This design comes from an exercise in tuning for small area and a short achievable clock period on the open sky130 flow, not from production work.
Function was checked by simulation only, so behaviour that the tests miss may differ from the original.

Setup of run A:
## fir_bandstop
module fir_bandstop ( clk, in, out );
input  wire clk;
input  wire [15:0]in;
output wire [57:0]out;
wire [33:0] y;
wire ys;
wire [23:0] sg;
fir fir_bs_inst(
	.clk(clk),
	.in(in),
	.y(y),
	.ys(ys)
	);
genvar i;
generate
	for (i=0; i<24; i=i+1) begin: sign
		fir_sreg r ( .clk(clk), .d(ys), .q(sg[i]) );
	end
endgenerate
assign out = {sg, y};
endmodule
Size: ~3700 cells after synthesis, ~930 flip-flops, about 54000 um2 of cells after synthesis.
==> flow/config.mk <==
export PLATFORM = sky130hd
export DESIGN_NAME = fir_bandstop
export DESIGN_NICKNAME = fir_bandstop
export VERILOG_FILES = /design/flow/design.v
export SDC_FILE = /design/flow/constraint.sdc
export NUM_CORES = 4
export LEC_CHECK = 0
export CAP_MARGIN = 20
export CORE_MARGIN = 2
export CORE_UTILIZATION = 50
export CTS_CLUSTER_DIAMETER = 60
export CTS_CLUSTER_SIZE = 30
export SLEW_MARGIN = 20
export SYNTH_HIERARCHICAL = 1
export SYNTH_MINIMUM_KEEP_SIZE = 0
==> flow/constraint.sdc <==
create_clock -name core_clock -period 12.0 [get_ports {clk}]
set_input_delay 2.4000 -clock core_clock [delete_from_list [all_inputs] [get_ports {clk}]]
set_output_delay 2.4000 -clock core_clock [all_outputs]
set_load 0.01 [all_outputs]
standard.sh (not shown) runs the stock make flow with config.mk's settings and CLKGATE_MAP_FILE= SYNTH_SCRIPT=/design/flow/synth_recipe.tcl, a recipe that flattens the netlist after the stock synthesis.
==> flow/flow/run.sh <==
#!/bin/bash
set -euo pipefail
export BUFFER_PORTS_ARGS="-buffer_cell sky130_fd_sc_hd__buf_2"
export SETUP_SLACK_MARGIN=8.5
export CTS_ARGS="-sink_clustering_enable -repair_clock_nets -sink_clustering_size 24 -sink_clustering_max_diameter 45 -root_buf sky130_fd_sc_hd__clkbuf_16 -sink_clustering_buffer sky130_fd_sc_hd__clkbuf_8 -dont_use_dummy_load"
bash standard.sh > standard.log 2>&1   # ORFS's own logs stay under orfs/logs/
Input changes introduced in run B (baseline for comparison: run A):
- setting ABC_CLOCK_PERIOD_IN_PS to 3000 for the first time
--- outcome ---
- Number of nets in the finished design of run A is on par with run B.
- Taking run A as the reference, in run B worst slew slack as a fraction of its limit essentially unchanged, cell area after placement shows no meaningful change, count of flip-flops and latches held, clock tree buffer count of the final layout flat.
- The slew of the pin with the lowest slew margin was comparable across run B and run A.
Changes in run C relative to run B:
- ABC_CLOCK_PERIOD_IN_PS removed (was 3000)
==> flow/flow/run.sh <==
#!/bin/bash
set -euo pipefail
export BUFFER_PORTS_ARGS="-buffer_cell sky130_fd_sc_hd__buf_2"
export SETUP_SLACK_MARGIN=8.6
export CTS_ARGS="-sink_clustering_enable -repair_clock_nets -sink_clustering_size 20 -sink_clustering_max_diameter 50 -root_buf sky130_fd_sc_hd__clkbuf_16 -sink_clustering_buffer sky130_fd_sc_hd__clkbuf_8 -dont_use_dummy_load"
bash standard.sh > standard.log 2>&1   # ORFS's own logs stay under orfs/logs/
## What came out
The flow did not stop early for run C: all stages ran, and the layout cleared the timing, DRC and antenna checks. Having completed the whole flow, run B delivered a layout that passed the timing, DRC and antenna checks. Run C: cell area 280 um2 above run B. Min wire length of the first global-routing pass across run C and run B: run B. In the metrics for run C and run B, the one carrying the lower ratio of cells with drive above 1 in the final layout is run B.
diff inputs: run C => run D
==> flow/flow/run.sh <==
#!/bin/bash
set -euo pipefail
export BUFFER_PORTS_ARGS="-buffer_cell sky130_fd_sc_hd__buf_2"
export SETUP_SLACK_MARGIN=8.6
export CTS_ARGS="-sink_clustering_enable -repair_clock_nets -sink_clustering_size 24 -sink_clustering_max_diameter 45 -root_buf sky130_fd_sc_hd__clkbuf_16 -sink_clustering_buffer sky130_fd_sc_hd__clkbuf_8 -dont_use_dummy_load"
bash standard.sh > standard.log 2>&1   # ORFS's own logs stay under orfs/logs/
Notes after the runs:
- In terms of number of combinational gates with multiple inputs, run C and run D differ only marginally.
- Routed length on met1: run C vs run D, no meaningful difference
- Run D reached the end of the flow, and the finished layout is clean on the timing, DRC and antenna checks.
- In run D relative to run C, met3 wirelength from detailed routing had gone down by a few percent.
- Run D ended up with out[55] as its last element of the critical path; run C ended up with out[46].
- Buffering stage count on the worst path with inverters included: run C vs run D identical
- There was hardly any difference in final cell count between run C and run D.
- Summary of run D over run C: final critical-path share of the clock period about even, register area held, maximum clock path buffer count barely changed.
- Total of hold buffers inserted after clock tree synthesis: run C vs run D identical
- Taking run C as the reference, in run D wire length held steady; wire length of the first global-routing pass shrank by 0.42%.


Another version of the RTL of fir_bandstop (not shown whole).
For scale: ~3700 cells after synthesis, about 75 I/O pins, roughly 0.056 sq mm of cells after synthesis.
clock: 12.0 ns
lec_check: 0
cap_margin: 20
core_margin: 2
core_utilization: 50
cts_cluster_diameter: 60
cts_cluster_size: 30
slew_margin: 20
synth_hierarchical: 1
synth_minimum_keep_size: 0
==> flow/flow/run.sh <==
#!/bin/bash
set -euo pipefail
export BUFFER_PORTS_ARGS="-buffer_cell sky130_fd_sc_hd__buf_2"
export SETUP_SLACK_MARGIN=8.45
bash standard.sh > standard.log 2>&1
Then changed:
==> flow/flow/run.sh (replaced) <==
#!/bin/bash
set -euo pipefail
export BUFFER_PORTS_ARGS="-buffer_cell sky130_fd_sc_hd__buf_2"
export SETUP_SLACK_MARGIN=8.7
bash standard.sh > standard.log 2>&1
Settings changed: CORE_UTILIZATION 50 to 60.
Effect: Die area is lower by about a fifth; sequential cell count is unchanged; worst setup slack is worse by 0.066 ns; global-route usage is higher by 11 points.


lane 1:
fir_bandstop again, from the RTL that the note above started with.
export LEC_CHECK = 0
export CAP_MARGIN = 20
export CORE_MARGIN = 2
export CORE_UTILIZATION = 50
export CTS_CLUSTER_DIAMETER = 60
export CTS_CLUSTER_SIZE = 30
export SLEW_MARGIN = 20
export SYNTH_HIERARCHICAL = 1
export SYNTH_MINIMUM_KEEP_SIZE = 0
create_clock -name core_clock -period 12.0 [get_ports {clk}]
run.sh (not shown) runs the stock make flow with config.mk's settings and CLKGATE_MAP_FILE= SYNTH_SCRIPT=/design/flow/synth_recipe.tcl, a recipe that flattens the netlist after the stock synthesis.
Stock flow here: none of the scripts above is used.
Lane 1 closes out successfully: all stages finished, all timing, DRC and antenna checks passed.
Modified inputs, lane 2 compared to lane 1
- CTS_CLUSTER_DIAMETER now 45, was 60
- CTS_CLUSTER_SIZE now 40, was 30
==> flow/flow/run.sh (new file) <==
#!/bin/bash
set -euo pipefail
export BUFFER_PORTS_ARGS="-buffer_cell sky130_fd_sc_hd__buf_2"
export SETUP_SLACK_MARGIN=8.45
bash standard.sh > standard.log 2>&1
==> flow/standard.sh (new file) <==
#!/bin/bash
# synth_recipe.tcl (not shown) runs the flow's synth.tcl, then flattens the netlist and writes it again
# the make line also repeats each setting of config.mk as NAME=value (left out here)
make -C /OpenROAD-flow-scripts/flow DESIGN_CONFIG=/design/flow/config.mk WORK_HOME=/design/flow/orfs CLKGATE_MAP_FILE= SYNTH_SCRIPT=/design/flow/synth_recipe.tcl "${@:-finish}"
removed: flow/run.sh
--- outcome ---
Wire length per cell after detailed routing: lane 2 lower than lane 1. | worst setup margin | lower: lane 1 |. Adder-cell share of the synthesized area: lane 2 vs lane 1 identical. Lane 2 does worse than lane 1 on first-pass GRT wire length. Compared with lane 1, in lane 2 total grt overflow held; final weighted congestion of routability-driven global placement went up 0.011; non-clock buffer count went up 5.4%.
For lane 3, these inputs were changed with respect to lane 2:
- CTS_CLUSTER_DIAMETER now 60, was 45
- CTS_CLUSTER_SIZE now 30, was 40
==> flow/flow/run.sh <==
#!/bin/bash
# The standard layout (the standard.sh: ORFS synthesis to final layout), with one change:
# the buffers that ORFS puts on every input and output port are sky130_fd_sc_hd__buf_2
# instead of the delay cell that buffer_ports picks by default.
set -euo pipefail
export BUFFER_PORTS_ARGS="-buffer_cell sky130_fd_sc_hd__buf_2"
export SETUP_SLACK_MARGIN=8.3
bash standard.sh > standard.log 2>&1
## What came out
Height of the die came out exactly the same in lane 3 and lane 2.
Looking at total via count in the routed design, lane 3 sits 193 below lane 2.
Non-clock buffer count in lane 3 is 7 lower than in lane 2
Compared with lane 2, lane 3 ends up with a smaller final cell area.
Of lane 3 and lane 2, the run reporting the higher area taken by flip-flops and latches was lane 2.
Lower critical path depth was reported by lane 2, not lane 3.
Higher number of antenna violations at the first check in global routing goes to lane 2 over lane 3.
The layout clock buffer count in lane 2 is 1.3 times that in lane 3.
Edits applied to the flow inputs when going from lane 3 to lane 4:
==> flow/flow/run.sh <==
#!/bin/bash
set -euo pipefail
export BUFFER_PORTS_ARGS="-buffer_cell sky130_fd_sc_hd__buf_2"
export SETUP_SLACK_MARGIN=8.45
export CTS_ARGS="-sink_clustering_enable -repair_clock_nets -sink_clustering_size 30 -sink_clustering_max_diameter 60 -dont_use_dummy_load"
bash standard.sh > standard.log 2>&1
Findings:
Lane 4 vs lane 3 — worst endpoint required time dropped 0.06 ns.
Lane 4 has fraction of final layout cells with drive strength greater than 1 above what lane 3 had.
Area taken by multi-input logic gates: lane 3 vs lane 4 — no meaningful difference

==> port drivers added, routing unchanged <==
The results above use ideal ports. As a check the final layouts listed here were re-extracted and re-timed, cells and wires unchanged. Step 1, drivers: a clkbuf_16 drives clk and a buf_2 each remaining input, both assumed. Step 2, shift: input delay + t, output delay - t, t = (earliest + latest rising clock arrival at the registers) / 2. This alone moves slack from input paths to output paths. Three values: ideal ports, drivers, drivers and shift; two values: the first two.
| run | t, ns | slack for setup (ns) | worst setup path at the end | worst slew at a driven data input, ns | cell pins on the clock port's net |
|---|---|---|---|---|---|
| run A | 0.705 | 8.488 / 8.421 / 8.535 | register to register | 0.06 | 1 |
| run B | 0.705 | 8.488 / 8.421 / 8.535 | register to register | 0.06 | 1 |
| run C | 0.699 | 8.483 / 8.404 / 8.529 | register to register | 0.06 | 1 |
| run D | 0.704 | 8.492 / 8.419 / 8.550 | register to register | 0.06 | 1 |
| the first run of note 2 | 0.764 | 8.459 / 8.381 / 8.465 | register to register | 0.05 | 1 |
| the second run of note 2 | 0.768 | 8.394 / 8.320 / 8.587 | register to register | 0.06 | 1 |
| lane 1 | 0.772 | 8.007 / 7.928 / 8.102 | register to register | 0.06 | 1 |
| lane 2 | 0.782 | 8.439 / 8.361 / 8.446 | register to register | 0.04 | 1 |
| lane 3 | 0.774 | 8.299 / 8.299 / 8.299 | register to register | 0.05 | 1 |
| lane 4 | 0.731 | 8.454 / 8.388 / 8.454 | register to register | 0.05 | 1 |
After both steps setup and hold are still met in every run listed.
